Source: an optimization exercise on an open RTL-to-GDS flow (aim: small area and a short achievable clock period). Production flows keep margins and buffers that such runs may drop.
Only simulation tests tie the RTL to the original design; equivalence was not proved.

## config.mk

```make
export PLATFORM = sky130hd
export DESIGN_NAME = RR_arbiter
export DESIGN_NICKNAME = RR_arbiter
export VERILOG_FILES = /design/flow/design.v
export SDC_FILE = /design/flow/constraint.sdc
export NUM_CORES = 4
export LEC_CHECK = 0
export CAP_MARGIN = 20
export CORE_MARGIN = 2
export CORE_UTILIZATION = 40
export SLEW_MARGIN = 20
```

## constraint.sdc

```tcl
create_clock -name core_clock -period 10.0 [get_ports {clk}]
set_input_delay 2.0000 -clock core_clock [delete_from_list [all_inputs] [get_ports {clk}]]
set_output_delay 2.0000 -clock core_clock [all_outputs]
set_load 0.01 [all_outputs]
```

## design.v

```verilog
module RR_arbiter(input clk,rst,input [15:0] req,output [15:0] gnt);
 reg [15:0] gnt_d,gnt_nxt;
 reg [3:0]  RR_0 ;
 reg [3:0]  RR_1 ;
 reg [3:0]  RR_2 ;
 reg [3:0]  RR_3 ;
 reg [3:0]  RR_4 ;
 reg [3:0]  RR_5 ;
 reg [3:0]  RR_6 ;
 reg [3:0]  RR_7 ;
 reg [3:0]  RR_8 ;
 reg [3:0]  RR_9 ;
 reg [3:0]  RR_10;
 reg [3:0]  RR_11;
 reg [3:0]  RR_12;
 reg [3:0]  RR_13;
 reg [3:0]  RR_14;
 reg [3:0]  RR_15;
assign gnt = gnt_d;
 reg [3:0] req_vec_rr[0:15],req_vec_rr_d[0:15],gnt_won,gnt_last; 
 always@(posedge clk or posedge rst) begin 
   if(rst) begin
     gnt_d <= 0; 
     gnt_last <= 0;
   end else begin 
              gnt_d <= gnt_nxt;
              gnt_last <= (gnt_nxt==0) ? gnt_last : gnt_nxt;
            end
 end
always @(*) begin 
  gnt_nxt = 16'h0000;
  gnt_won = 4'b0000;
  case(1) 
   req[req_vec_rr[0]] : begin 
                          gnt_nxt[req_vec_rr[0]]=1'b1;
                          gnt_won = req_vec_rr[0];
                        end
   req[req_vec_rr[1]] : begin 
                          gnt_nxt[req_vec_rr[1]]=1'b1;
                          gnt_won = req_vec_rr[1];
                        end
   req[req_vec_rr[2]] : begin 
                          gnt_nxt[req_vec_rr[2]]=1'b1;
                          gnt_won = req_vec_rr[2];
                        end
   req[req_vec_rr[3]] : begin 
                          gnt_nxt[req_vec_rr[3]]=1'b1;
                          gnt_won = req_vec_rr[3];
                        end
   req[req_vec_rr[4]] : begin 
                          gnt_nxt[req_vec_rr[4]]=1'b1;
                          gnt_won = req_vec_rr[4];
                        end
   req[req_vec_rr[5]] : begin 
                        gnt_nxt[req_vec_rr[5]]=1'b1;
                          gnt_won = req_vec_rr[5];
                        end
   req[req_vec_rr[6]] : begin 
                        gnt_nxt[req_vec_rr[6]]=1'b1;
                          gnt_won = req_vec_rr[6];
                        end
   req[req_vec_rr[7]] : begin 
                        gnt_nxt[req_vec_rr[7]]=1'b1;
                          gnt_won = req_vec_rr[7];
                        end
   req[req_vec_rr[8]] : begin 
                        gnt_nxt[req_vec_rr[8]]=1'b1;
                          gnt_won = req_vec_rr[8];
                        end
   req[req_vec_rr[9]] : begin 
                        gnt_nxt[req_vec_rr[9]]=1'b1;
                          gnt_won = req_vec_rr[9];
                        end
   req[req_vec_rr[10]] : begin 
                        gnt_nxt[req_vec_rr[10]]=1'b1;
                          gnt_won = req_vec_rr[10];
                        end
   req[req_vec_rr[11]] : begin 
                        gnt_nxt[req_vec_rr[11]]=1'b1;
                          gnt_won = req_vec_rr[11];
                         end
   req[req_vec_rr[12]] : begin 
                         gnt_nxt[req_vec_rr[12]]=1'b1;
                          gnt_won = req_vec_rr[12];
                         end
   req[req_vec_rr[13]] : begin 
                         gnt_nxt[req_vec_rr[13]]=1'b1;
                          gnt_won = req_vec_rr[13];
                         end
   req[req_vec_rr[14]] : begin 
                         gnt_nxt[req_vec_rr[14]]=1'b1;
                          gnt_won = req_vec_rr[14];
                         end 
   req[req_vec_rr[15]] : begin 
                         gnt_nxt[req_vec_rr[15]]=1'b1;
                          gnt_won = req_vec_rr[15];
                         end
 endcase
end
always @(*) begin 
   for(integer i=0;i<16;i++) begin 
   req_vec_rr_d[i] = req_vec_rr[i];
   end
   if(gnt_nxt!=0) begin 
   req_vec_rr_d[0] = (gnt_won==15)?0:gnt_won+1;
   for(integer i=1;i<16;i++) begin 
   req_vec_rr_d[i] = (req_vec_rr_d[i-1]==15)?0:(req_vec_rr_d[i-1]+1);
   end
   end
end
 always @(posedge clk or posedge rst) begin
   if(rst) begin 
        for(integer i=0;i<16;i++) begin 
          req_vec_rr[i] <= i;   
        end
   end else begin 
        for(integer i=0;i<16;i++) begin 
             req_vec_rr[i] <= req_vec_rr_d[i]; 
        end
            end
 end
always @(*) begin 
 RR_0 =req_vec_rr[0];
 RR_1 =req_vec_rr[1];
 RR_2 =req_vec_rr[2];
 RR_3 =req_vec_rr[3];
 RR_4 =req_vec_rr[4];
 RR_5 =req_vec_rr[5];
 RR_6 =req_vec_rr[6];
 RR_7 =req_vec_rr[7];
 RR_8 =req_vec_rr[8];
 RR_9 =req_vec_rr[9];
 RR_10=req_vec_rr[10];
 RR_11=req_vec_rr[11];
 RR_12=req_vec_rr[12];
 RR_13=req_vec_rr[13];
 RR_14=req_vec_rr[14];
 RR_15=req_vec_rr[15];
 end
endmodule 
```

## run.sh

```bash
#!/bin/bash
# synth_recipe.tcl (not shown) runs the flow's synth.tcl, then flattens the netlist and writes it again
# the make line also repeats each setting of config.mk as NAME=value (left out here)
make -C /OpenROAD-flow-scripts/flow DESIGN_CONFIG=/design/flow/config.mk WORK_HOME=/design/flow/orfs CLKGATE_MAP_FILE= SYNTH_SCRIPT=/design/flow/synth_recipe.tcl finish
```

==> results of run 1 <==
-- how the worst max path moves through the flow --
stage	slack [ps]	startpoint	cells after the start	end
after floorplan	400	req[3]	35	req_vec_rr[11][2]
after global placement	270	req[3]	32	req_vec_rr[11][2]
after detailed placement	100	req[11]	32	req_vec_rr[11][2]
after CTS	430	req[8]	32	req_vec_rr[11][2]
after global routing	-30	req[11]	35	req_vec_rr[11][2]
final	480	req[9]	35	req_vec_rr[11][2]
-- cell type report --
class,count,area [µm²]
clock buffer,5,125
multi-input combinational,1103,7520
clock inverter,3,28.8
timing repair buffer,92,773
inverter,43,164
tap,319,399
sequential,54,1380
fill,2463,13000
-- repair_timing --
action | in CTS | in global routing
setup buffers | 0 | 1
resized for setup | 0 | 10
endpoints found under the setup margin | 0 | 4
-- layer usage --
metal	up-vias	GRT usage	wire length, µm
li1	4968	-	-
met1	5323	0.424	16200
met2	744	0.486	17500
met3	166	0.0495	3820
met4	0	0.152	2030
met5	-	0	0
-- worst min-delay path, cell delays in order (launching register included) --
cell	delay (ps)
dfstp_2	460
nand2_1	90
o31ai_1	60
-- stage by stage --
stage	cells	utilization
2_1_floorplan	1320	-
3_3_place_gp	1610	0.435
3_5_place_dp	1610	0.435
4_1_cts	1618	0.442
5_1_grt	1619	0.444
6_report	1619	0.444
-- cells by family after synthesis --
kind of cell	Yosys count	synth area share
simple gates	507	0.257
compound gates	453	0.330
buf+inv	163	0.0680
mux	83	0.132
flops	54	0.145
fa+ha+maj	33	0.0435
xor+xnor	27	0.0249
-- flip-flops by register name, summed over array words and instances, names as in the netlist --
register,flops
req_vec_rr,38
gnt_d,16
-- cells in the final DEF, fill, tap and decap left out, types with 24 or more instances in the layout --
| master | n |
|---|---|
| buf_4 | 59 |
| nand2_1 | 152 |
| inv_1 | 35 |
| a21oi_1 | 116 |
| mux4_2 | 31 |
| clkdlybuf4s50_1 | 33 |
| nor3_1 | 32 |
| dfrtp_1 | 35 |
| o21ai_0 | 55 |
| a31oi_1 | 38 |
| o31ai_1 | 24 |
| nor2_1 | 114 |
| nand3_1 | 63 |
| ha_1 | 33 |
==> summary.md, run 1 <==
| Metric | Value |
|---|---|
| Status | `timing/DRC/antenna clean` |
| CP top delay family | `compound AO/OA/AOI/OAI gates` |
| Synth Area per Inst | `7.19 µm²` |
| First-pass GRT wire length | `59800 µm` |
| CTS Root Cell | `clkbuf_16` |
| Avg Vias per Cell | `6.92` |
| Final hold viol count | `0` |
| Setup WS post-layout | `477 ps` |
| Die Span Y | `158 µm` |
| TritonCTS clock tree | `built` |
| Via count | `11.2k` |
| Worst setup EP type | `register` |
| Design area | `0.0104 mm²` |
| Clock buffer count from CTS | `5` |
| CP peak stage delay | `540 ps` |
| Setup TNS | `0 ps` |
| Hold path depth | `2` |
| CP Class | `in2reg` |
| Buf/Inv on CP | `4` |
| HP Class | `reg2reg` |
| Buffers on Ports | `33` |
| Initial core utilization | `0.406` |
| Crit-path slowest cell | `mux4_2` |
| H-tree Lvls | `2` |
| Synth top area share | `0.0922` |
| HP Start | `req_vec_rr[12][2]` |
| GRT overflow | `0` |
| Sequential area share after synthesis | `0.145` |
| R2R setup slack | `1570 ps` |
| Die W | `158 µm` |
| Post-CTS Hold Buffers | `0` |
| Clock transition at the registers of the reported paths | `80 ps` |
| Final WL | `39500 µm` |
| Commonest cells post-synth | `nand2_1 (152), a21oi_1 (117), nor2_1 (115)` |
| Final setup viols | `0` |
| Synth Flop Type | `dfrtp_1` |
| Count leader, synth | `nand2_1` |
| Fin crit share | `0.952` |
| Cell taking the most area after synthesis | `dfrtp_1` |
| Worst slack at placement | `103 ps` |
| DRC | `0` |
| Tmin final | `9520 ps` |
| Post-synth cell types | `87` |
| Post-route ant nets | `0` |
| Main area contributors after synthesis | `dfrtp_1 (9.2%), mux4_2 (7.4%), a21oi_1 (6.2%)` |
| MaxCap Viol Count | `0` |
| Syn Std Cell Area | `0.00950 mm²` |
| Max Clock Freq | `105 MHz` |
| Ant diodes | `0` |
| Required time of the critical path | `10240 ps` |
| Share of layout cells above drive strength 1 | `0.132` |
| Worst skew pair latency | `320 ps` |
| Hold Path Sink | `req_vec_rr[12][2]` |
| Core area | `0.0234 mm²` |
| DP Area | `0.0102 mm²` |
| Post-synth EDFFs | `0` |
| Layout Nets | `1350` |
| R2R cell count | `34` |
| Num Clock Sinks | `54` |
| DP HPWL | `29500 µm` |
| All-layer global routing usage | `0.313` |
| Worst reg2reg path startpoint | `req_vec_rr[13][0]` |
| Cells after Synth | `1320` |
| First-pass detailed-route iteration total | `6` |
| Max_slew headroom | `0.265` |
| Initial antenna violation count | `0` |
| Worst EP arrival | `9760 ps` |
| Drt first-iter violations | `1495` |
| Crit path launch type | `input pin` |
| Placer Congestion | `1.01` |
| Tightest Pin Transition | `1100 ps` |
| Crit Path Max Fanout | `7` |
| Final Max Tran Viols | `0` |
| Vias in the first global route | `10.1k` |
| Area Overhead vs Synth | `9.33%` |
| I/O pin cnt | `34` |
| Largest net degree at the start of global routing | `55` |
| Clock tree buffer depth | `2` |
| Site Rows | `56` |
| Yosys warnings | `3` |
| #FFs+latches synth | `54` |
| Die ar. | `0.0250 mm²` |
| Ys async rst share | `1.00` |
| Mapped Nets | `1371` |
| Routed WL per cell | `24.4 µm` |
| Final hold slack | `604 ps` |
| Clock skew | `12.0 ps` |
| Worst reg2reg endpoint | `req_vec_rr[11][2]` |
==> inputs of run 2 (changes only) <==
==> design.v (replaced) <==
module rr_gnt_dec(input v, input [3:0] p, output [15:0] gnt);
  wire [3:0] lo_n = ~({4{v}} & (4'b0001 << p[1:0]));
  wire [3:0] hi_n = ~(4'b0001 << p[3:2]);
  genvar i;
  generate
    for (i = 0; i < 16; i = i + 1) begin : g
      assign gnt[i] = ~(hi_n[((i + 1) % 16) / 4] | lo_n[(i + 1) % 4]);
    end
  endgenerate
endmodule
module rr_next(input [15:0] req, input [3:0] p, output [3:0] p_nxt);
  wire [15:0] hi = req & (16'hFFFF << p);
  function [3:0] lowest_plus1(input [15:0] x);
    integer i;
    begin
      lowest_plus1 = 4'd1;
      for (i = 15; i >= 0; i = i - 1)
        if (x[i]) lowest_plus1 = i + 1;
    end
  endfunction
  assign p_nxt = (|hi) ? lowest_plus1(hi) : (|req) ? lowest_plus1(req) : p;
endmodule
module RR_arbiter(input clk, rst, input [15:0] req, output [15:0] gnt);
  reg        v;
  reg  [3:0] p;
  wire [3:0] p_nxt;
  rr_gnt_dec u_dec (.v(v), .p(p), .gnt(gnt));
  rr_next    u_nxt (.req(req), .p(p), .p_nxt(p_nxt));
  always @(posedge clk or posedge rst) begin
    if (rst) begin
      v <= 1'b0;
      p <= 4'd0;
    end else begin
      v <= |req;
      p <= p_nxt;
    end
  end
endmodule
==> flow/run.sh (new file) <==
#!/bin/bash
set -euo pipefail
export BUFFER_PORTS_ARGS="-buffer_cell sky130_fd_sc_hd__buf_1"
export SETUP_SLACK_MARGIN=6.9
bash standard.sh > standard.log 2>&1
==> standard.sh (new file) <==
#!/bin/bash
# synth_recipe.tcl (not shown) runs the flow's synth.tcl, then flattens the netlist and writes it again
# the make line also repeats each setting of config.mk as NAME=value (left out here)
make -C /OpenROAD-flow-scripts/flow DESIGN_CONFIG=/design/flow/config.mk WORK_HOME=/design/flow/orfs CLKGATE_MAP_FILE= SYNTH_SCRIPT=/design/flow/synth_recipe.tcl "${@:-finish}"
--- a/config.mk
+++ b/config.mk
@@ -7,5 +7,8 @@
 export LEC_CHECK = 0
+export ABC_AREA = 1
 export CAP_MARGIN = 20
-export CORE_MARGIN = 2
-export CORE_UTILIZATION = 40
+export CORE_AREA = 2 2 60 60
+export DIE_AREA = 0 0 62 62
 export SLEW_MARGIN = 20
+export SYNTH_HIERARCHICAL = 1
+export SYNTH_MINIMUM_KEEP_SIZE = 0
removed: run.sh
==> summary.md, run 2 <==
| Metric | Value |
|---|---|
| DP HPWL | `2140 µm (-93%)` |
| CP Class | `reg2out` |
| Multi-input gate area | `708 µm² (-91%)` |
| Num Clock Sinks | `5 (-91%)` |
| Cell taking the most area after synthesis | `nand2_1` |
| I/O pin cnt | `34 (unchanged)` |
| Core area | `0.00328 mm² (-86%)` |
| Main area contributors after synthesis | `nand2_1 (22%), nor2_1 (20%), dfrtp_1 (15%)` |
| Buffers on Ports | `33 (unchanged)` |
| Ant diodes | `0 (unchanged)` |
| Crit path launch type | `register` |
| WL met3 | `215 µm (-94%)` |
| Clock tree buffer depth | `2 (unchanged)` |
| Post-synth EDFFs | `0 (unchanged)` |
| Final hold viol count | `0 (unchanged)` |
| Layout Nets | `233 (-83%)` |
| CP top delay family | `flip-flops` |
| Max Used Layer | `met4` |
| RSZ-0062 raised after global routing | `true` |
| Buf/Inv on CP | `1 (-3)` |
| Commonest cells after routing, fill and taps aside | `nand2_1 (44), nor2_1 (34), inv_1 (17)` |
| Max FFs per register | `4 (-89%)` |
| Final WL | `2910 µm (-93%)` |
| Initial antenna violation count | `0 (unchanged)` |
| Max Clock Freq | `322 MHz (+210%)` |
| Count leader, synth | `nand2_1` |
| MaxCap Viol Count | `0 (unchanged)` |
| Clock skew | `1.16 ps (-10.9 ps)` |
| Tmin final | `3100 ps (-6420 ps)` |
| Yosys warnings | `8 (+5)` |
| Cells after Synth | `166 (-87%)` |
| Die Span Y | `62 µm (-61%)` |
| FF+latch area | `131 µm² (-90%)` |
| Placer Congestion | `0.935 (-7.1%)` |
| Routed WL per cell | `11.2 µm (-54%)` |
| Clock transition at the registers of the reported paths | `40 ps (-40 ps)` |
| Post-synth cell types | `25 (-71%)` |
| Initial core utilization | `0.252 (-0.154)` |
| DP Area | `0.00101 mm² (-90%)` |
| Avg Vias per Cell | `4.68 (-32%)` |
| Site Rows | `21 (-63%)` |
| DRC | `0 (unchanged)` |
| Commonest cells post-synth | `nand2_1 (49), nor2_1 (43), inv_1 (25)` |
| GRT overflow | `0 (unchanged)` |
| Synth top area share | `0.222 (+0.130)` |
| Synth Area per Inst | `4.98 µm² (-31%)` |
| Synth Flop Type | `dfrtp_1` |
| Crit Path Max Fanout | `5 (-2)` |
| WL met2 | `1360 µm (-92%)` |
| First-pass GRT wire length | `4140 µm (-93%)` |
| Post-route ant nets | `0 (unchanged)` |
| Final Max Tran Viols | `0 (unchanged)` |
| CP Cell Sequence | `nor2_2 > nand2_2 > nor2_1 > buf_2` |
| Design area | `0.00130 mm² (-88%)` |
| Worst skew pair latency | `240 ps (-80 ps)` |
| Area Overhead vs Synth | `56.7%` |
| Required time of the critical path | `8000 ps (-2240 ps)` |
| Status | `timing/DRC/antenna clean` |
| Via count | `1218 (-89%)` |
| Largest regs | `p: 4 flops, v: 1 flops` |
| Final hold slack | `829 ps (+225 ps)` |
| Drt first-iter violations | `79 (-95%)` |
| Final setup viols | `0 (unchanged)` |
| CTS Root Cell | `clkbuf_4` |
| Fin crit share | `0.310 (-0.642)` |
| Ys async rst share | `1.00 (unchanged)` |
| Crit-path slowest cell | `dfrtp_2` |
| Tightest Pin Transition | `403 ps (-696 ps)` |
| Worst setup EP type | `primary output` |
| Clock buffer count from CTS | `3 (-2)` |
| HP Class | `reg2reg` |
| #FFs+latches synth | `5 (-91%)` |
| H-tree Lvls | `1 (-1)` |
| M1 WL | `1320 µm (-92%)` |
| Most common cell after layout, fill and taps aside | `nand2_1` |
| Largest net degree at the start of global routing | `10 (-82%)` |
| Biggest register | `p` |
| All-layer global routing usage | `0.145 (-0.169)` |
| Sequential area share after synthesis | `0.151 (+0.00649)` |
| CP peak stage delay | `440 ps (-100 ps)` |
| TritonCTS clock tree | `built` |
| Worst EP arrival | `1100 ps (-8660 ps)` |
| Vias in the first global route | `961 (-90%)` |
| Max_slew headroom | `0.729 (+0.464)` |
| Die ar. | `0.00384 mm² (-85%)` |
| Syn Std Cell Area | `827 µm² (-91%)` |
| Fillcell total | `358 (-85%)` |
| Mapped Nets | `184 (-87%)` |
| Share of layout cells above drive strength 1 | `0.402 (+0.270)` |
| Setup TNS | `0 ps (unchanged)` |
| Die W | `62 µm (-61%)` |
| Post-CTS Hold Buffers | `0 (unchanged)` |
| First-pass detailed-route iteration total | `4 (-2)` |
[run 2: cell types whose count changed in the layout (fill, tap and decap cells not counted), moves of 23 or more]
| cell | change |
|---|---|
| buf_4 | -45 |
| dfrtp_1 | -35 |
| nand3_1 | -61 |
| o31ai_1 | -23 |
| ha_1 | -33 |
| nand2_1 | -108 |
| nor2_1 | -80 |
| a21oi_1 | -113 |
| o21ai_0 | -53 |
| mux4_2 | -31 |
| a31oi_1 | -36 |
| clkdlybuf4s50_1 | -33 |
| nor3_1 | -28 |
[run 2: cells by family (layout without fill, tap and decap cells)]
kind of cell,after synthesis,count (layout),synth area share
flip-flops,5,5,0.151
AND/OR/NAND/NOR,111,111,0.555
buffers and inverters,27,75,0.123
AO/OA/AOI/OAI,23,23,0.171
[run 2: final timing paths]
check / from / end / cells past startpoint / slack [ps]
max: p[0] / gnt[11] / 4 / 6900
min: p[1] / p[1] / 3 / 830
max reg2reg: p[3] / p[3] / 9 / 8100
min reg2reg: p[1] / p[1] / 3 / 830
max in group asynchronous: rst / p[0] / 2 / 8190
min in group asynchronous: rst / p[3] / 2 / 1620
[run 2: final cells by class]
cell class / count / share of cell area
sequential: 5 / 0.101
clock buffer: 4 / 0.0203
timing repair buffer: 44 / 0.209
multi-input combinational: 134 / 0.546
inverter: 27 / 0.0782
tap: 46 / 0.0444
[run 2: worst register-to-register path, cell delays in order, from the launching register on]
cell	delay, ps
dfrtp_2	410
buf_4	200
inv_2	110
o211ai_1	130
nand2_1	100
inv_2	70
nand4_1	140
nor4_2	310
inv_2	100
o32ai_1	220
[run 2: metal layers]
layer	up-vias	GRT usage
li1	626	-
met1	534	0.198
met2	56	0.234
met3	2	0.0311
met4	0	0.0304
met5	-	0
[run 2: Yosys stat by module, one instance, submodules excluded]
module      flip-flops and latches  cells inside  cell area, µm²
RR_arbiter                       5            21             185
rr_gnt_dec                       0            29             113
rr_next                          0           116             529
[run 2: per-stage QoR]
stage,utilization,worst slack [ps],instances
2_1_floorplan,-,6900,166
3_3_place_gp,0.307,6410,245
3_5_place_dp,0.307,6460,245
4_1_cts,0.336,6880,254
5_1_grt,0.395,6800,260
6_report,0.395,6900,260
[run 2: timing repair]
action                                  4_1_cts  5_1_grt
resized for setup                            21       68
pin swaps                                     2       25
setup buffers                                 5        6
endpoints found under the setup margin       19       20
==> inputs of run 3 (changes only) <==
==> flow/run.sh (replaced) <==
#!/bin/bash
set -euo pipefail
export BUFFER_PORTS_ARGS="-buffer_cell sky130_fd_sc_hd__buf_1"
export SETUP_SLACK_MARGIN=7.2
bash standard.sh > standard.log 2>&1
==> summary.md, run 3 <==
| Metric | Value |
|---|---|
| Clock tree buffer depth | `2 (unchanged)` |
| Main area contributors after synthesis | `nand2_1 (22%), nor2_1 (20%), dfrtp_1 (15%)` |
| Syn Std Cell Area | `827 µm² (unchanged)` |
| Clock transition at the registers of the reported paths | `40 ps (about the same)` |
| DRC | `0 (unchanged)` |
| Cells after Synth | `166 (unchanged)` |
| Post-synth EDFFs | `0 (unchanged)` |
| All-layer global routing usage | `0.154 (+0.00885)` |
| Ant diodes | `0 (unchanged)` |
| Placer Congestion | `0.803 (-14%)` |
| Sequential area share after synthesis | `0.151 (unchanged)` |
| Post-synth cell types | `25 (unchanged)` |
| Mapped Nets | `184 (unchanged)` |
| Synth Flop Type | `dfrtp_1` |
| Fin crit share | `0.313 (+0.00298)` |
| CP Class | `reg2out` |
| Avg Vias per Cell | `4.55 (-3.0%)` |
| Most common cell after layout, fill and taps aside | `nand2_1` |
| Crit path launch type | `register` |
| Final setup viols | `0 (unchanged)` |
| Cell taking the most area after synthesis | `nand2_1` |
| Clock buffer count from CTS | `3 (unchanged)` |
| First-pass detailed-route iteration total | `4 (unchanged)` |
| Post-CTS Hold Buffers | `0 (unchanged)` |
| Count leader, synth | `nand2_1` |
| Setup TNS | `0 ps (unchanged)` |
| Tightest Pin Transition | `305 ps (-98.1 ps)` |
| H-tree Lvls | `1 (unchanged)` |
| TritonCTS clock tree | `built` |
| Routed WL per cell | `10.7 µm (-4.3%)` |
| Status | `timing/DRC/antenna clean` |
| Placed Cells | `245 (unchanged)` |
| #FFs+latches synth | `5 (unchanged)` |
| Commonest cells post-synth | `nand2_1 (49), nor2_1 (43), inv_1 (25)` |
| Final hold viol count | `0 (unchanged)` |
| Finished Layout Cells | `260 (unchanged)` |
| Initial core utilization | `0.252 (unchanged)` |
| Die Span Y | `62 µm (unchanged)` |
| I/O pin cnt | `34 (unchanged)` |
| Core area | `0.00328 mm² (unchanged)` |
| Largest regs | `p: 4 flops, v: 1 flops` |
| Die W | `62 µm (unchanged)` |
| Synth top area share | `0.222 (unchanged)` |
| Crit Path Max Fanout | `5 (unchanged)` |
| Worst slack at placement | `6540 ps (+77.1 ps)` |
| Yosys warnings | `8 (unchanged)` |
| Vias in the first global route | `1042 (+8.4%)` |
| Max_slew headroom | `0.795 (+0.0659)` |
| Post-layout util | `0.424 (+0.0297)` |
| Fillcell total | `364 (+1.7%)` |
| Biggest register | `p` |
| Synth Area per Inst | `4.98 µm² (unchanged)` |
| DP Area | `0.00113 mm² (+12%)` |
| GRT overflow | `0 (unchanged)` |
| Max FFs per register | `4 (unchanged)` |
| Post-route ant nets | `0 (unchanged)` |
| Worst EP arrival | `1130 ps (+30 ps)` |
| MaxCap Viol Count | `0 (unchanged)` |
| First-pass GRT wire length | `4330 µm (+4.7%)` |
| Area Overhead vs Synth | `68.5%` |
| Layout Nets | `233 (unchanged)` |
| Worst setup EP type | `primary output` |
| Via count | `1182 (-3.0%)` |
| Max Clock Freq | `319 MHz (-0.95%)` |
| Die ar. | `0.00384 mm² (unchanged)` |
| Largest net degree at the start of global routing | `10 (unchanged)` |
| Drt first-iter violations | `35 (-56%)` |
| Setup WS post-layout | `6870 ps (-29.8 ps)` |
| Final Max Tran Viols | `0 (unchanged)` |
| Design area | `0.00139 mm² (+7.5%)` |
| RSZ-0062 raised after global routing | `true` |
| Final WL | `2790 µm (-4.3%)` |
| Clock skew | `3.65 ps (+2.49 ps)` |
| Initial antenna violation count | `0 (unchanged)` |
| DP HPWL | `2170 µm (+1.5%)` |
| CTS Root Cell | `clkbuf_4` |
| Ys async rst share | `1.00 (unchanged)` |
| Num Clock Sinks | `5 (unchanged)` |
| Worst skew pair latency | `230 ps (about the same)` |
| Required time of the critical path | `8000 ps (about the same)` |
| Share of layout cells above drive strength 1 | `0.463 (+0.0607)` |
| HP Class | `reg2reg` |
| Tmin final | `3130 ps (+29.8 ps)` |
| Commonest cells after routing, fill and taps aside | `nand2_1 (42), nor2_2 (22), nor2_1 (21)` |
| Buffers on Ports | `33 (unchanged)` |
| Site Rows | `21 (unchanged)` |
run 3: cell types whose count changed in the layout (fill, tap and decap cells not counted), moves of 3 or more:
cell and change:
buf_4 -3, inv_1 +3, nor2_1 -13, inv_2 -5, nor2_2 +13
run 3: cell type report:
class / count / area [µm²] / area share
Clock buffer: 4 / 26.3 / 0.0189
Inverter: 27 / 108 / 0.0772
Multi-Input combinational cell: 134 / 785 / 0.563
Sequential cell: 5 / 131 / 0.0943
Tap cell: 46 / 57.6 / 0.0413
Timing Repair Buffer: 44 / 287 / 0.206
run 3: worst paths after layout:
kind	startpoint	to	slack, ps	cells after the start
min reg2reg	p[1]	p[1]	840	3
max reg2reg	p[2]	p[0]	8080	11
max in group asynchronous	rst	p[3]	8190	2
min	p[1]	p[1]	840	3
max	p[1]	gnt[11]	6870	4
min in group asynchronous	rst	p[1]	1630	2
run 3: logic make-up (layout without fill, tap and decap cells):
logic type | Yosys count | in the layout | synth area share
compound gates | 23 | 23 | 0.171
buf+inv | 27 | 75 | 0.123
flops | 5 | 5 | 0.151
simple gates | 111 | 111 | 0.555
run 3: per-layer routing:
metal	up-vias	GRT usage	part of all wire
met5	-	0	0
met1	508	0.189	0.41
met4	0	0.0426	0.013
met3	4	0.0186	0.063
li1	623	-	-
met2	47	0.278	0.52
run 3: metrics by stage:
step / hold slack (ps)
6_report: 838
2_1_floorplan: 679
5_1_grt: 875
3_5_place_dp: 761
3_3_place_gp: 742
4_1_cts: 829
run 3: timing repair:
action | CTS | global route
buffers inserted | 7 | 4
pin swaps | 12 | 22
endpoints found under the setup margin | 20 | 20
resized for setup | 33 | 30
run 3: worst max-delay path, cell delays in order (launching register included):
cell,delay (ps)
dfrtp_2,440
nor2_2,120
nand2_2,110
nor2_4,120
buf_6,100
run 3: Yosys stat by module, one instance, submodules excluded:
module / times used / cell area (µm²)
rr_gnt_dec: 1 / 113
RR_arbiter: 1 / 185
rr_next: 1 / 529
==> inputs of run 4 (changes only) <==
==> flow/run.sh (replaced) <==
#!/bin/bash
# The standard layout, with the port buffers made from the smallest plain
# buffer instead of the one buffer_ports picks by default.
set -euo pipefail
export BUFFER_PORTS_ARGS="-buffer_cell sky130_fd_sc_hd__buf_1"
bash standard.sh > standard.log 2>&1
==> summary.md, run 4 <==
| Metric | Value |
|---|---|
| DRC | `0 (unchanged)` |
| Max_slew headroom | `0.706 (-0.0895)` |
| Setup WS post-layout | `6710 ps (-157 ps)` |
| Multi-input gate area | `601 µm² (-23%)` |
| Crit path launch type | `register` |
| CTS resizes | `0 (-100%)` |
| TritonCTS clock tree | `built` |
| CTS Root Cell | `clkbuf_4` |
| Final Max Tran Viols | `0 (unchanged)` |
| Num Clock Sinks | `5 (unchanged)` |
| Post-synth EDFFs | `0 (unchanged)` |
| First-pass detailed-route iteration total | `4 (unchanged)` |
| Max Clock Freq | `304 MHz (-4.8%)` |
| H-tree Lvls | `1 (unchanged)` |
| Clock transition at the registers of the reported paths | `40 ps (about the same)` |
| Via count | `1129 (-4.5%)` |
| R2R setup slack | `8070 ps (about the same)` |
| Ant diodes | `0 (unchanged)` |
| Die ar. | `0.00384 mm² (unchanged)` |
| Status | `timing/DRC/antenna clean` |
| Post-CTS Hold Buffers | `0 (unchanged)` |
| Cells after Synth | `166 (unchanged)` |
| Setup repair bufs after CTS | `0 (-7)` |
| Die Span Y | `62 µm (unchanged)` |
| Placed Cells | `245 (unchanged)` |
| Site Rows | `21 (unchanged)` |
| Avg Vias per Cell | `4.53 (-0.26%)` |
| Core area | `0.00328 mm² (unchanged)` |
| Placer Congestion | `0.935 (+16%)` |
| Area Overhead vs Synth | `25.1%` |
| Finished Layout Cells | `249 (-4.2%)` |
| FF+latch area | `125 µm² (-4.8%)` |
| Largest net degree at the start of global routing | `11 (+1)` |
| Commonest cells after routing, fill and taps aside | `nand2_1 (49), nor2_1 (43), buf_1 (33)` |
| Commonest cells post-synth | `nand2_1 (49), nor2_1 (43), inv_1 (25)` |
| DP HPWL | `2140 µm (-1.4%)` |
| Hold path depth | `4 (+1)` |
| Tmin final | `3290 ps (+157 ps)` |
| Main area contributors after synthesis | `nand2_1 (22%), nor2_1 (20%), dfrtp_1 (15%)` |
| Design area | `0.00103 mm² (-26%)` |
| Layout Nets | `222 (-4.7%)` |
| Fin crit share | `0.329 (+0.0157)` |
| Share of layout cells above drive strength 1 | `0.0443 (-0.418)` |
| R2R cell count | `19 (+8)` |
| Yosys warnings | `8 (unchanged)` |
| Drt first-iter violations | `55 (+57%)` |
| Clock buffer count from CTS | `3 (unchanged)` |
| Final hold slack | `753 ps (-84.5 ps)` |
| Max FFs per register | `4 (unchanged)` |
| RSZ-0062 raised after global routing | `false` |
| Syn Std Cell Area | `827 µm² (unchanged)` |
| Initial antenna violation count | `0 (unchanged)` |
| Post-layout util | `0.315 (-0.109)` |
| Required time of the critical path | `8000 ps (about the same)` |
| CP Class | `reg2out` |
| Cell taking the most area after synthesis | `nand2_1` |
| Synth Flop Type | `dfrtp_1` |
| Clock skew | `0.703 ps (-2.95 ps)` |
| First-pass GRT wire length | `4020 µm (-7.2%)` |
| Post-synth cell types | `25 (unchanged)` |
| Worst reg2reg endpoint | `p[0]` |
| Worst slack at placement | `6460 ps (-77.1 ps)` |
| Hold Path Sink | `p[0]` |
| Worst setup EP type | `primary output` |
| Routed WL per cell | `10.5 µm (-2.4%)` |
| Worst EP arrival | `1290 ps (+160 ps)` |
| Largest regs | `p: 4 flops, v: 1 flops` |
| I/O pin cnt | `34 (unchanged)` |
| Post-route ant nets | `0 (unchanged)` |
| Die W | `62 µm (unchanged)` |
| MaxCap Viol Count | `0 (unchanged)` |
| GRT overflow | `0 (unchanged)` |
| Crit Path Max Fanout | `10 (+5)` |
| Final WL | `2610 µm (-6.5%)` |
| Worst reg2reg path startpoint | `p[3]` |
| Setup TNS | `0 ps (unchanged)` |
| Initial core utilization | `0.252 (unchanged)` |
| Tightest Pin Transition | `437 ps (+133 ps)` |
| All-layer global routing usage | `0.140 (-0.0138)` |
| DP Area | `0.00101 mm² (-11%)` |
| Clock tree buffer depth | `2 (unchanged)` |
| #FFs+latches synth | `5 (unchanged)` |
| Worst skew pair latency | `240 ps (about the same)` |
| Vias in the first global route | `948 (-9.0%)` |
| Final hold viol count | `0 (unchanged)` |
| Mapped Nets | `184 (unchanged)` |
| Sequential area share after synthesis | `0.151 (unchanged)` |
| Synth top area share | `0.222 (unchanged)` |
| HP Class | `reg2reg` |
| HP Start | `p[0]` |
| Fillcell total | `390 (+7.1%)` |
| Most common cell after layout, fill and taps aside | `nand2_1` |
| Count leader, synth | `nand2_1` |
| Ys async rst share | `1.00 (unchanged)` |
| Synth Area per Inst | `4.98 µm² (unchanged)` |
| Final setup viols | `0 (unchanged)` |
| Buffers on Ports | `33 (unchanged)` |
| Biggest register | `p` |
## run 4: area by class of cell
type / count / area share
clock buffer: 4 / 0.0254
inverter: 27 / 0.0979
multi-input combinational: 134 / 0.580
sequential: 5 / 0.121
tap: 46 / 0.0556
timing repair buffer: 33 / 0.120
## run 4: worst max-delay path by stage
stage	startpoint	end	slack, ps
floorplan	req[7]	p[2]	6900
global placement	req[7]	p[2]	6410
detailed placement	req[7]	p[2]	6460
CTS	req[7]	p[2]	6710
global route	p[3]	gnt[6]	6540
finish	p[3]	gnt[11]	6710
## run 4: metal layers
layer | track usage | vias to the layer above | wire length [µm]
met3 | 0.0290 | 4 | 166
met4 | 0.0426 | 0 | 34
met2 | 0.216 | 44 | 1130
li1 | - | 609 | -
met5 | 0 | - | 0
met1 | 0.195 | 472 | 1270
## run 4: cell families after synthesis
kind of cell	after synthesis	synth area share
simple gates	111	0.555
compound gates	23	0.171
buf+inv	27	0.123
flops	5	0.151
## run 4: per-module statistics from Yosys (local to each module, per instance)
module,flops+latches,cells
RR_arbiter,5,21
rr_next,0,116
rr_gnt_dec,0,29
## run 4: worst max-delay path, stage by stage, from the launching register on
cell	delay, ps
dfrtp_1	570
nand2_1	180
nor2_1	140
buf_1	160
==> inputs of run 5 (changes only) <==
==> design.v (replaced) <==
module rr_gnt_dec(input v, input [3:0] w_n, output [15:0] gnt);
  wire [3:0] w    = ~w_n;
  wire [3:0] lo_n = ~({4{v}} & (4'b0001 << w[1:0]));
  wire [3:0] hi_n = ~(4'b0001 << w[3:2]);
  genvar i;
  generate
    for (i = 0; i < 16; i = i + 1) begin : g
      assign gnt[i] = ~(hi_n[i / 4] | lo_n[i % 4]);
    end
  endgenerate
endmodule
module rr_next(input [15:0] req, input [3:0] w_n, output [3:0] w_n_nxt, output any);
  wire [3:0]  w  = ~w_n;
  wire [15:0] hi = req & (16'hFFFE << w);
  function [3:0] lowest(input [15:0] x);
    integer i;
    begin
      lowest = 4'd0;
      for (i = 15; i >= 0; i = i - 1)
        if (x[i]) lowest = i;
    end
  endfunction
  assign any     = |req;
  assign w_n_nxt = ~((|hi) ? lowest(hi) : any ? lowest(req) : w);
endmodule
module RR_arbiter(input clk, rst, input [15:0] req, output [15:0] gnt);
  reg        v;
  reg  [3:0] w_n;
  wire [3:0] w_n_nxt;
  wire       any;
  rr_gnt_dec u_dec (.v(v), .w_n(w_n), .gnt(gnt));
  rr_next    u_nxt (.req(req), .w_n(w_n), .w_n_nxt(w_n_nxt), .any(any));
  always @(posedge clk or posedge rst) begin
    if (rst) begin
      v   <= 1'b0;
      w_n <= 4'd0;
    end else begin
      v   <= any;
      w_n <= w_n_nxt;
    end
  end
endmodule
==> flow/run.sh (replaced) <==
#!/bin/bash
# The standard layout with two changes:
#  - synthesis maps the logic with the ABC script in flow/abc.script instead of
#    ORFS's abc_area.script (the registers and their names are untouched: they
#    are mapped before ABC runs);
#  - the port buffers are the smallest plain buffer, buf_1.
set -euo pipefail
W=$PWD
rm -rf "$W/scripts"
cp -r "$FLOW_HOME/scripts" "$W/scripts"
cp "$W/flow/abc.script" "$W/scripts/abc_area.script"
export BUFFER_PORTS_ARGS="-buffer_cell sky130_fd_sc_hd__buf_1"
SCRIPTS_DIR="$W/scripts" bash standard.sh synth > synth.log 2>&1
bash standard.sh > standard.log 2>&1
==> flow/abc.script (new file) <==
strash
&get -n
&deepsyn -J 200 -S 5
&put
map -a
==> summary.md, run 5 <==
| Metric | Value |
|---|---|
| Avg Vias per Cell | `4.55 (+0.41%)` |
| Initial core utilization | `0.205 (-0.0465)` |
| Cells after Synth | `125 (-25%)` |
| Setup WS post-layout | `6620 ps (-92.0 ps)` |
| Biggest register | `w_n` |
| Via count | `947 (-16%)` |
| Synth Flop Type | `dfrtp_1` |
| Worst skew pair latency | `240 ps (about the same)` |
| Initial antenna violation count | `0 (unchanged)` |
| I/O pin cnt | `34 (unchanged)` |
| Yosys warnings | `8 (unchanged)` |
| Cell taking the most area after synthesis | `nor2_1` |
| Final hold viol count | `0 (unchanged)` |
| Post-route ant nets | `0 (unchanged)` |
| RSZ-0062 raised after global routing | `false` |
| Sequential area share after synthesis | `0.186 (+0.0342)` |
| Buffers on Ports | `33 (unchanged)` |
| Largest net degree at the start of global routing | `12 (+1)` |
| Fin crit share | `0.338 (+0.00920)` |
| MaxCap Viol Count | `0 (unchanged)` |
| Vias in the first global route | `808 (-15%)` |
| Crit-path slowest cell | `or2_2` |
| Die Span Y | `62 µm (unchanged)` |
| HP Class | `reg2reg` |
| All-layer global routing usage | `0.112 (-0.0281)` |
| Commonest cells after routing, fill and taps aside | `nor2_1 (39), buf_1 (33), clkinv_1 (21)` |
| Layout Nets | `181 (-18%)` |
| CP Class | `in2reg` |
| Drt first-iter violations | `64 (+16%)` |
| CP Cell Sequence | `buf_1 > or2_2 > nor3_1 > nand2_1 > nor2_1 > clkinv_1 > nor2_1 > nor3_1 > o21ai_0 > a21oi_1 > nor2_1 > o21bai_1` |
| DRC | `0 (unchanged)` |
| Core area | `0.00328 mm² (unchanged)` |
| Area Overhead vs Synth | `30.8%` |
| Clock skew | `4.23 ps (+3.53 ps)` |
| Synth top area share | `0.217 (-0.00532)` |
| Count leader, synth | `nor2_1` |
| Most common cell after layout, fill and taps aside | `nor2_1` |
| Placer Congestion | `0.940 (+0.58%)` |
| Share of layout cells above drive strength 1 | `0.0247 (-0.0196)` |
| Worst EP arrival | `3500 ps (+2210 ps)` |
| Setup repair bufs after CTS | `0 (unchanged)` |
| Required time of the critical path | `10110 ps (+2110 ps)` |
| Die W | `62 µm (unchanged)` |
| Critical Path Most Common Cell | `nor2_1` |
| Setup TNS | `0 ps (unchanged)` |
| Fillcell total | `382 (-2.1%)` |
| Final Max Tran Viols | `0 (unchanged)` |
| Worst setup EP type | `register` |
| Clock buffer count from CTS | `3 (unchanged)` |
| Post-CTS Hold Buffers | `0 (unchanged)` |
| Tmin final | `3380 ps (+92.0 ps)` |
| Ant diodes | `0 (unchanged)` |
| Synth Area per Inst | `5.40 µm² (+8.3%)` |
| Die ar. | `0.00384 mm² (unchanged)` |
| DP HPWL | `1700 µm (-20%)` |
| Site Rows | `21 (unchanged)` |
| Mapped Nets | `143 (-22%)` |
| Crit path launch type | `input pin` |
| Tightest Pin Transition | `723 ps (+286 ps)` |
| Largest regs | `w_n: 4 flops, v: 1 flops` |
| Routed WL per cell | `9.67 µm (-7.6%)` |
| GRT overflow | `0 (unchanged)` |
| CTS resizes | `0 (unchanged)` |
| Crit Path Max Fanout | `3 (-7)` |
| Clock transition at the registers of the reported paths | `40 ps (about the same)` |
| Main area contributors after synthesis | `nor2_1 (22%), dfrtp_1 (19%), clkinv_1 (12%)` |
| CP top delay family | `simple AND/OR/NAND/NOR gates` |
| Status | `timing/DRC/antenna clean` |
| First-pass detailed-route iteration total | `4 (unchanged)` |
| Final setup viols | `0 (unchanged)` |
| Commonest cells post-synth | `nor2_1 (39), clkinv_1 (21), nand2_1 (13)` |
| Post-synth cell types | `19 (-24%)` |
| Post-layout util | `0.269 (-0.0465)` |
| Final WL | `2010 µm (-23%)` |
| Max Clock Freq | `296 MHz (-2.7%)` |
| Final hold slack | `786 ps (+32.6 ps)` |
| Post-synth EDFFs | `0 (unchanged)` |
| Max FFs per register | `4 (unchanged)` |
| Buf/Inv on CP | `2 (+1)` |
| First-pass GRT wire length | `3260 µm (-19%)` |
| H-tree Lvls | `1 (unchanged)` |
| #FFs+latches synth | `5 (unchanged)` |
| CP peak stage delay | `300 ps (-270 ps)` |
| TritonCTS clock tree | `built` |
| Ys async rst share | `1.00 (unchanged)` |
| Syn Std Cell Area | `674 µm² (-18%)` |
| Max_slew headroom | `0.513 (-0.192)` |
| CTS Root Cell | `clkbuf_4` |
| Clock tree buffer depth | `2 (unchanged)` |
| Num Clock Sinks | `5 (unchanged)` |
| Worst slack at placement | `6360 ps (-108 ps)` |
-- run 5: stage by stage --
stage	std cells	area, µm²
after floorplan	125	674
after CTS	208	882
final	208	882
after global routing	208	882
after global placement	204	856
after detailed placement	204	856
-- run 5: kinds of logic after synthesis --
| logic type | count (synthesis) | synth area share |
|---|---|---|
| AND/OR/NAND/NOR | 68 | 0.419 |
| AO/OA/AOI/OAI | 31 | 0.278 |
| buffers and inverters | 21 | 0.117 |
| flip-flops | 5 | 0.186 |
-- run 5: layout make-up --
class | count | area [µm²] | share of cell area
multi-input combinational | 99 | 470 | 0.533
sequential | 5 | 125 | 0.142
timing repair buffer | 33 | 124 | 0.140
inverter | 21 | 78.8 | 0.0894
tap | 46 | 57.6 | 0.0652
clock buffer | 4 | 26.3 | 0.0298
-- run 5: final timing paths --
kind	startpoint	end	slack [ps]	depth (start not counted)
max	req[0]	w_n[1]	6620	12
min	w_n[3]	w_n[3]	790	2
max reg2reg	w_n[1]	w_n[0]	7890	7
min reg2reg	w_n[3]	w_n[3]	790	2
max in group asynchronous	rst	w_n[2]	8270	2
min in group asynchronous	rst	v	1600	2
-- run 5: metal layers --
metal | global-route usage | part of all wire | vias up
li1 | - | - | 496
met1 | 0.157 | 0.47 | 398
met2 | 0.161 | 0.42 | 49
met3 | 0.0186 | 0.097 | 4
met4 | 0.0608 | 0.013 | 0
met5 | 0 | 0 | -
-- run 5: worst register-to-register path: cells and delay by family, from the launching register on --
family	cells	cell delay (ps)
simple gates	3	920
flops	1	540
compound gates	2	220
buf+inv	2	290
-- run 5: Yosys stat by module (local to each module, per instance) --
module | cells | copies in the design
rr_next | 91 | 1
RR_arbiter | 6 | 1
rr_gnt_dec | 28 | 1
==> inputs of run 6 (changes only) <==
==> flow/abc.script (replaced) <==
strash
&get -n
&deepsyn -J 200 -S 5
&put
map
==> summary.md, run 6 <==
| Metric | Value |
|---|---|
| Status | `timing/DRC/antenna clean` |
| Avg Vias per Cell | `4.69 (+3.0%)` |
| TritonCTS clock tree | `built` |
| Via count | `971 (+2.5%)` |
| Syn Std Cell Area | `692 µm² (+2.6%)` |
| Drt first-iter violations | `21 (-67%)` |
| Num Clock Sinks | `5 (unchanged)` |
| Post-synth cell types | `22 (+3)` |
| Core area | `0.00328 mm² (unchanged)` |
| Synth Flop Type | `dfrtp_1` |
| I/O pin cnt | `34 (unchanged)` |
| Ant diodes | `0 (unchanged)` |
| Most common cell after layout, fill and taps aside | `buf_1` |
| First-pass GRT wire length | `3580 µm (+10%)` |
| Max_slew headroom | `0.700 (+0.187)` |
| CTS resizes | `0 (unchanged)` |
| #FFs+latches synth | `5 (unchanged)` |
| Area Overhead vs Synth | `30.0%` |
| Critical Path Start | `w_n[2]` |
| R2R cell count | `9 (+2)` |
| Setup repair bufs after CTS | `0 (unchanged)` |
| Buffers on Ports | `33 (unchanged)` |
| Main area contributors after synthesis | `dfrtp_1 (18%), nor2_1 (15%), clkinv_1 (11%)` |
| Clock tree buffer depth | `2 (unchanged)` |
| RSZ-0062 raised after global routing | `false` |
| Worst EP arrival | `1350 ps (-2150 ps)` |
| GRT overflow | `0 (unchanged)` |
| Ys async rst share | `1.00 (unchanged)` |
| Hold path depth | `2 (unchanged)` |
| CP Class | `reg2out` |
| Yosys warnings | `8 (unchanged)` |
| Synth top area share | `0.181 (-0.0362)` |
| Final setup viols | `0 (unchanged)` |
| First-pass detailed-route iteration total | `4 (unchanged)` |
| Tmin final | `3350 ps (-30.2 ps)` |
| Worst reg2reg path startpoint | `w_n[1]` |
| MaxCap Viol Count | `0 (unchanged)` |
| Worst setup EP type | `primary output` |
| Die W | `62 µm (unchanged)` |
| Die ar. | `0.00384 mm² (unchanged)` |
| Routed WL per cell | `10.8 µm (+12%)` |
| Share of layout cells above drive strength 1 | `0.0311 (+0.00636)` |
| Cells after Synth | `124 (-0.80%)` |
| Count leader, synth | `nor2_1` |
| Clock skew | `4.34 ps (+0.116 ps)` |
| Mapped Nets | `142 (-0.70%)` |
| Largest regs | `w_n: 4 flops, v: 1 flops` |
| Final WL | `2240 µm (+11%)` |
| HP Start | `w_n[3]` |
| Site Rows | `21 (unchanged)` |
| Max FFs per register | `4 (unchanged)` |
| Setup WS post-layout | `6650 ps (+30.2 ps)` |
| Required time of the critical path | `8000 ps (-2110 ps)` |
| Layout Nets | `180 (-0.55%)` |
| Initial antenna violation count | `0 (unchanged)` |
| Biggest register | `w_n` |
| CTS Root Cell | `clkbuf_4` |
| Placer Congestion | `0.908 (-3.5%)` |
| Commonest cells post-synth | `nor2_1 (28), clkinv_1 (21), nand2_1 (18)` |
| Crit Path Max Fanout | `13 (+10)` |
| Worst slack at placement | `6530 ps (+172 ps)` |
| DP HPWL | `1870 µm (+9.8%)` |
| Crit path launch type | `register` |
| Sequential area share after synthesis | `0.181 (-0.00470)` |
| Fillcell total | `383 (+0.26%)` |
| Vias in the first global route | `822 (+1.7%)` |
| Final hold viol count | `0 (unchanged)` |
| Setup TNS | `0 ps (unchanged)` |
| Post-CTS Hold Buffers | `0 (unchanged)` |
| Tightest Pin Transition | `450 ps (-274 ps)` |
| Synth Area per Inst | `5.58 µm² (+3.4%)` |
| HP Class | `reg2reg` |
| Clock transition at the registers of the reported paths | `40 ps (about the same)` |
| Worst skew pair latency | `240 ps (about the same)` |
| Cell taking the most area after synthesis | `dfrtp_1` |
| Clock buffer count from CTS | `3 (unchanged)` |
| Post-synth EDFFs | `0 (unchanged)` |
| Initial core utilization | `0.211 (+0.00533)` |
| Post-route ant nets | `0 (unchanged)` |
| All-layer global routing usage | `0.121 (+0.00977)` |
| Final Max Tran Viols | `0 (unchanged)` |
| Die Span Y | `62 µm (unchanged)` |
| H-tree Lvls | `1 (unchanged)` |
| Commonest cells after routing, fill and taps aside | `buf_1 (33), nor2_1 (28), clkinv_1 (21)` |
| Largest net degree at the start of global routing | `14 (+2)` |
| DRC | `0 (unchanged)` |
| Max Clock Freq | `298 MHz (+0.90%)` |
| Fin crit share | `0.335 (-0.00302)` |
## run 6: kinds of logic (layout without fill, tap and decap cells)
logic type | count (synthesis) | count (layout) | share of synthesized area
buffers and inverters | 21 | 58 | 0.114
and+or+nand+nor | 58 | 58 | 0.351
DFF | 5 | 5 | 0.181
AOI/OAI and AO/OA | 40 | 40 | 0.354
## run 6: modules after synthesis, one instance, submodules excluded
| module | copies in the design | area (µm²) | flops+latches |
|---|---|---|---|
| RR_arbiter | 1 | 129 | 5 |
| rr_next | 1 | 448 | 0 |
| rr_gnt_dec | 1 | 115 | 0 |
## run 6: path summary, 6_finish.rpt
path / slack (ps) / to
max reg2reg: 7900 / w_n[0]
min in group asynchronous: 1600 / v
max: 6650 / gnt[3]
max in group asynchronous: 8260 / w_n[0]
min reg2reg: 770 / w_n[1]
min: 770 / w_n[1]
## run 6: routing by layer
layer	global-route usage	routed length, µm	vias up
met3	0.0248	181	0
met2	0.186	1020	46
met1	0.171	1040	413
met4	0.0365	0	0
li1	-	-	512
met5	0	0	-
## run 6: layout make-up
class                      instances  area [µm²]  area share
timing repair buffer              33         124       0.138
sequential                         5         125       0.139
multi-input combinational         98         488       0.542
tap                               46        57.6      0.0640
clock buffer                       4        26.3      0.0292
inverter                          21        78.8      0.0876
## run 6: stage by stage
stage          hold WS (ps)   util  instances  area (µm²)
2_1_floorplan           672      -        124         692
3_3_place_gp            768  0.266        203         873
3_5_place_dp            779  0.266        203         873
4_1_cts                 776  0.274        207         900
5_1_grt                 810  0.274        207         900
6_report                774  0.274        207         900
## run 6: worst max-delay path, stage by stage (launching register included)
cell and delay (ps):
dfrtp_1 610, nand2_1 210, nor2_1 140, buf_1 160
==> inputs of run 7 (changes only) <==
==> flow/abc.script (replaced) <==
strash
&get -n
&deepsyn -J 200 -S 3
&put
map -a
topo
stime -c
upsize -c
dnsize -c
==> summary.md, run 7 <==
| Metric | Value |
|---|---|
| Cell taking the most area after synthesis | `dfrtp_1` |
| Count leader, synth | `nor2_1` |
| Synth top area share | `0.172 (-0.00901)` |
| Post-synth cell types | `27 (+23%)` |
| Placer Congestion | `0.864 (-4.8%)` |
| Initial core utilization | `0.222 (+0.0110)` |
| CTS Root Cell | `clkbuf_4` |
| #FFs+latches synth | `5 (unchanged)` |
| Core area | `0.00328 mm² (unchanged)` |
| CP Class | `in2reg` |
| Largest regs | `w_n: 4 flops, v: 1 flops` |
| Clock buffer count from CTS | `3 (unchanged)` |
| First-pass detailed-route iteration total | `4 (unchanged)` |
| H-tree Lvls | `1 (unchanged)` |
| Synth Flop Type | `dfrtp_1` |
| DRC | `0 (unchanged)` |
| Die Span Y | `62 µm (unchanged)` |
| Post-synth EDFFs | `0 (unchanged)` |
| Clock transition at the registers of the reported paths | `40 ps (about the same)` |
| Worst setup EP type | `register` |
| Clock skew | `0.773 ps (-3.57 ps)` |
| HP Class | `reg2reg` |
| Via count | `966 (-0.51%)` |
| Final WL | `2210 µm (-1.5%)` |
| Die W | `62 µm (unchanged)` |
| Site Rows | `21 (unchanged)` |
| Commonest cells after routing, fill and taps aside | `buf_1 (33), nor2_1 (30), nand2_1 (17)` |
| Finished Layout Cells | `214 (+3.4%)` |
| Layout Nets | `187 (+3.9%)` |
| Max FFs per register | `4 (unchanged)` |
| First-pass GRT wire length | `3610 µm (+0.75%)` |
| Share of layout cells above drive strength 1 | `0.0952 (+0.0642)` |
| Crit path launch type | `input pin` |
| Required time of the critical path | `10120 ps (+2120 ps)` |
| TritonCTS clock tree | `built` |
| Max Clock Freq | `303 MHz (+1.7%)` |
| Worst skew pair latency | `230 ps (about the same)` |
| Setup TNS | `0 ps (unchanged)` |
| Vias in the first global route | `866 (+5.4%)` |
| Fin crit share | `0.330 (-0.00552)` |
| Placed Cells | `210 (+3.4%)` |
| Syn Std Cell Area | `728 µm² (+5.2%)` |
| Initial antenna violation count | `0 (unchanged)` |
| Die ar. | `0.00384 mm² (unchanged)` |
| All-layer global routing usage | `0.121 (about the same)` |
| Tmin final | `3300 ps (-55.2 ps)` |
| Ys async rst share | `1.00 (unchanged)` |
| DP HPWL | `1880 µm (+0.98%)` |
| Routed WL per cell | `10.3 µm (-4.7%)` |
| Post-CTS Hold Buffers | `0 (unchanged)` |
| RSZ-0062 raised after global routing | `false` |
| Post-route ant nets | `0 (unchanged)` |
| Status | `timing/DRC/antenna clean` |
| Synth Area per Inst | `5.56 µm² (-0.38%)` |
| MaxCap Viol Count | `0 (unchanged)` |
| Main area contributors after synthesis | `dfrtp_1 (17%), nor2_1 (15%), nand2_1 (8.8%)` |
| I/O pin cnt | `34 (unchanged)` |
| Cells after Synth | `131 (+5.6%)` |
| Most common cell after layout, fill and taps aside | `buf_1` |
| CTS resizes | `0 (unchanged)` |
| Worst EP arrival | `3420 ps (+2070 ps)` |
| Avg Vias per Cell | `4.51 (-3.8%)` |
| Largest net degree at the start of global routing | `11 (-3)` |
| Final hold viol count | `0 (unchanged)` |
| Biggest register | `w_n` |
| Max_slew headroom | `0.729 (+0.0290)` |
| Final Max Tran Viols | `0 (unchanged)` |
| Tightest Pin Transition | `402 ps (-47.2 ps)` |
| Sequential area share after synthesis | `0.172 (-0.00901)` |
| Setup repair bufs after CTS | `0 (unchanged)` |
| Yosys warnings | `8 (unchanged)` |
| Final setup viols | `0 (unchanged)` |
| Num Clock Sinks | `5 (unchanged)` |
| Drt first-iter violations | `31 (+48%)` |
| Buffers on Ports | `33 (unchanged)` |
| GRT overflow | `0 (unchanged)` |
| Area Overhead vs Synth | `28.5%` |
| Clock tree buffer depth | `2 (unchanged)` |
| Commonest cells post-synth | `nor2_1 (30), nand2_1 (17), inv_1 (11)` |
| DP Area | `910 µm² (+4.2%)` |
| Ant diodes | `0 (unchanged)` |
| Crit Path Max Fanout | `4 (-9)` |
| Mapped Nets | `149 (+4.9%)` |
| Design area | `936 µm² (+4.0%)` |
run 7: cell count changes after synthesis, sizes merged, moves of 2 or more:
cell,before,now
inv,0,19
clkinv,21,9
nor3,1,6
a211oi,0,3
nand4,3,0
a21boi,0,2
a21oi,13,11
nand3,5,7
nand3b,2,0
nor2,28,30
o21bai,3,1
run 7: final timing paths:
| kind | from | end | slack, ps | cells past startpoint |
|---|---|---|---|---|
| worst min-delay path | w_n[0] | w_n[0] | 790 | 2 |
| min in group asynchronous | rst | w_n[0] | 1600 | 2 |
| worst max register to register | w_n[2] | w_n[0] | 8070 | 9 |
| max in group asynchronous | rst | w_n[1] | 8280 | 2 |
| worst min register to register | w_n[0] | w_n[0] | 790 | 2 |
| worst max-delay path | req[7] | w_n[1] | 6700 | 11 |
run 7: critical path, stage by stage:
cell and delay, ps:
buf_1 110, nor4_1 410, nand2_1 120, nor2_1 170
inv_1 100, o21ai_1 120, o21ai_1 70, a21boi_1 140
o21ai_1 70, nand2_1 60, nand2_1 50
run 7: cells by family after synthesis:
| logic type | share of synthesized area |
|---|---|
| flops | 0.172 |
| compound gates | 0.328 |
| simple gates | 0.356 |
| buf+inv | 0.144 |
run 7: final cells by class:
type | instances | area (µm²)
Sequential cell | 5 | 125
Tap cell | 46 | 57.6
Multi-Input combinational cell | 98 | 498
Inverter | 28 | 105
Timing Repair Buffer | 33 | 124
Fill cell | 396 | 2350
Clock buffer | 4 | 26.3
run 7: per-stage QoR:
step | setup slack (ps) | hold WS [ps] | util
floorplan | 6820 | 656 | -
global placement | 6540 | 768 | 0.277
detailed placement | 6500 | 787 | 0.277
CTS | 6730 | 798 | 0.285
global route | 6520 | 832 | 0.285
finish | 6700 | 787 | 0.285
run 7: Yosys stat by module, one instance, submodules excluded:
module,copies in the design,cell area [µm²],flip-flops and latches,cells inside
RR_arbiter,1,129,5,6
rr_gnt_dec,1,110,0,28
rr_next,1,489,0,97
run 7: metal layers:
metal,part of all wire,vias to the layer above,global-route usage
met4,0,0,0.0334
li1,-,510,-
met1,0.46,436,0.169
met5,0,-,0
met3,0.044,0,0.0124
met2,0.49,20,0.199
==> inputs of run 8 (changes only) <==
==> flow/abc.script (replaced) <==
strash
&get -n
&deepsyn -J 200 -S 5
&put
map
--- a/config.mk
+++ b/config.mk
@@ -10,2 +10,5 @@
 export CORE_AREA = 2 2 60 60
+export CTS_BUF_LIST = sky130_fd_sc_hd__clkbuf_2
+export CTS_CLUSTER_DIAMETER = 100
+export CTS_CLUSTER_SIZE = 10
 export DIE_AREA = 0 0 62 62
==> summary.md, run 8 <==
| Metric | Value |
|---|---|
| Worst EP arrival | `1340 ps (-2080 ps)` |
| Initial core utilization | `0.211 (-0.0110)` |
| Worst skew pair latency | `210 ps (-20 ps)` |
| Crit Path Max Fanout | `13 (+9)` |
| Worst reg2reg endpoint | `w_n[0]` |
| Tmin final | `3340 ps (+42.0 ps)` |
| Crit path launch type | `register` |
| Worst setup EP type | `primary output` |
| CTS resizes | `0 (unchanged)` |
| Commonest cells after routing, fill and taps aside | `buf_1 (33), nor2_1 (28), clkinv_1 (21)` |
| DRC | `0 (unchanged)` |
| Final setup viols | `0 (unchanged)` |
| Buffers on Ports | `33 (unchanged)` |
| First-pass GRT wire length | `3570 µm (-0.94%)` |
| TritonCTS clock tree | `built` |
| Routed WL per cell | `10.8 µm (+4.9%)` |
| Synth Flop Type | `dfrtp_1` |
| Setup WS post-layout | `6660 ps (-42.0 ps)` |
| Tightest Pin Transition | `455 ps (+52.9 ps)` |
| Final hold viol count | `0 (unchanged)` |
| Clock transition at the registers of the reported paths | `60 ps (+20 ps)` |
| Clock buffer count from CTS | `3 (unchanged)` |
| Die ar. | `0.00384 mm² (unchanged)` |
| Status | `timing/DRC/antenna clean` |
| RSZ-0062 raised after global routing | `false` |
| First-pass detailed-route iteration total | `4 (unchanged)` |
| Post-synth cell types | `22 (-19%)` |
| Die W | `62 µm (unchanged)` |
| Drt first-iter violations | `24 (-23%)` |
| Final hold slack | `789 ps (+2.38 ps)` |
| DP HPWL | `1870 µm (-0.97%)` |
| Max_slew headroom | `0.696 (-0.0328)` |
| Fillcell total | `383 (-3.3%)` |
| Max Clock Freq | `299 MHz (-1.3%)` |
| Synth Area per Inst | `5.58 µm² (+0.38%)` |
| Post-synth EDFFs | `0 (unchanged)` |
| Max FFs per register | `4 (unchanged)` |
| R2R setup slack | `7890 ps (-180 ps)` |
| Layout Nets | `180 (-3.7%)` |
| Sequential area share after synthesis | `0.181 (+0.00901)` |
| Largest regs | `w_n: 4 flops, v: 1 flops` |
| Biggest register | `w_n` |
| Share of layout cells above drive strength 1 | `0.0373 (-0.0580)` |
| GRT overflow | `0 (unchanged)` |
| Post-CTS Hold Buffers | `0 (unchanged)` |
| Area Overhead vs Synth | `29.1%` |
| Vias in the first global route | `818 (-5.5%)` |
| R2R cell count | `9 (unchanged)` |
| Clock tree buffer depth | `2 (unchanged)` |
| Synth top area share | `0.181 (+0.00901)` |
| Initial antenna violation count | `0 (unchanged)` |
| Yosys warnings | `8 (unchanged)` |
| Count leader, synth | `nor2_1` |
| I/O pin cnt | `34 (unchanged)` |
| HP Start | `w_n[3]` |
| Placed Cells | `203 (-3.3%)` |
| Die Span Y | `62 µm (unchanged)` |
| Site Rows | `21 (unchanged)` |
| Mapped Nets | `142 (-4.7%)` |
| Required time of the critical path | `8000 ps (-2120 ps)` |
| Final WL | `2240 µm (+1.5%)` |
| Fin crit share | `0.334 (+0.00420)` |
| Worst slack at placement | `6530 ps (+25.0 ps)` |
| Final Max Tran Viols | `0 (unchanged)` |
| CTS Root Cell | `clkbuf_2` |
| Hold Path Sink | `w_n[1]` |
| Via count | `990 (+2.5%)` |
| Clock skew | `2.97 ps (+2.20 ps)` |
| Core area | `0.00328 mm² (unchanged)` |
## run 8: cell types whose count changed after synthesis, moves of 3 or more
cell / previous run / this run
inv_2: 8 / 0
clkinv_1: 9 / 21
o21ai_1: 6 / 0
a21oi_1: 10 / 13
o21ai_0: 4 / 11
nor3_1: 5 / 1
nand4_1: 0 / 3
inv_1: 11 / 0
## run 8: how the worst max path moves through the flow
stage	from	slack, ps	cells past startpoint	endpoint
3_3_place_gp	req[3]	6590	10	w_n[1]
6_report	w_n[2]	6660	3	gnt[3]
4_1_cts	w_n[1]	6660	3	gnt[14]
2_1_floorplan	req[3]	6860	9	w_n[1]
5_1_grt	w_n[2]	6500	3	gnt[1]
3_5_place_dp	req[3]	6530	10	w_n[1]
## run 8: layer usage
metal,global-route usage,vias to the layer above,share of wire
li1,-,510,-
met1,0.171,436,0.47
met2,0.186,44,0.46
met3,0.0248,0,0.073
met4,0.0365,0,0
met5,0,-,0
## run 8: area by class of cell
type                       instances  area (µm²)  share of cell area
sequential                         5         125               0.140
timing repair buffer              33         124               0.139
clock buffer                       4        20.0              0.0224
tap                               46        57.6              0.0644
inverter                          21        78.8              0.0882
multi-input combinational         98         488               0.546
## run 8: cell families (layout without fill, tap and decap cells)
group                  after synthesis  after routing  synth area share
AO/OA/AOI/OAI                       40             40             0.354
buffers and inverters               21             58             0.114
flip-flops                           5              5             0.181
AND/OR/NAND/NOR                     58             58             0.351
## run 8: modules after synthesis, one instance, submodules excluded
module | times used | area (µm²) | cells inside | flops+latches
rr_next | 1 | 448 | 90 | 0
RR_arbiter | 1 | 129 | 6 | 5
rr_gnt_dec | 1 | 115 | 28 | 0
## run 8: worst max-delay path, cell delays in order, from the launching register on
cell,delay [ps]
dfrtp_1,620
nand2_1,210
nor2_1,140
buf_1,160
## run 8: metrics by stage
step | instance area, µm² | utilization
6_report | 893 | 0.272
5_1_grt | 893 | 0.272
4_1_cts | 893 | 0.272
3_5_place_dp | 873 | 0.266
3_3_place_gp | 873 | 0.266
2_1_floorplan | 692 | -

-- what the ideal ports hide --
The flow's constraints put no driver on any port. The routed layouts listed below were extracted and timed again, unchanged, in two steps. Step 1: set_driving_cell puts a clkbuf_16 on clk and a buf_2 on each other input, an assumption about the parent block. Step 2 adds t to the input delays and takes it off the output delays; t is the mean of the earliest and latest rising clock arrival at the registers after step 1. Input paths then give back, and output paths get back, about the clock's delay inside the block. Slacks: ideal ports / drivers / drivers and shift; pairs: ideal ports / drivers.
| run | t, ns | setup WS [ns] | worst hold slack (ns) | slew at the worst register clock pin (ns) |
|---|---|---|---|---|
| run 1 | 0.361 | 0.477 / 0.506 / 0.145 | 0.604 / 0.604 / 0.604 | 0.08 / 0.08 |
| run 2 | 0.252 | 6.897 / 6.881 / 6.694 | 0.829 / 0.829 / 0.829 | 0.04 / 0.04 |
| run 3 | 0.251 | 6.867 / 6.849 / 6.684 | 0.838 / 0.838 / 0.838 | 0.04 / 0.04 |
| run 4 | 0.254 | 6.710 / 6.694 / 6.454 | 0.753 / 0.753 / 0.753 | 0.04 / 0.04 |
| run 5 | 0.256 | 6.618 / 6.619 / 6.363 | 0.786 / 0.786 / 0.786 | 0.04 / 0.04 |
| run 6 | 0.254 | 6.648 / 6.632 / 6.500 | 0.774 / 0.774 / 0.774 | 0.04 / 0.04 |
| run 7 | 0.249 | 6.703 / 6.699 / 6.449 | 0.787 / 0.787 / 0.787 | 0.04 / 0.04 |
| run 8 | 0.230 | 6.661 / 6.645 / 6.476 | 0.789 / 0.789 / 0.789 | 0.06 / 0.06 |
After both steps every run listed still meets setup and hold. The setup slack of run 1, which loses most, moves by +0.029 ns with the drivers and by -0.332 ns with both steps.
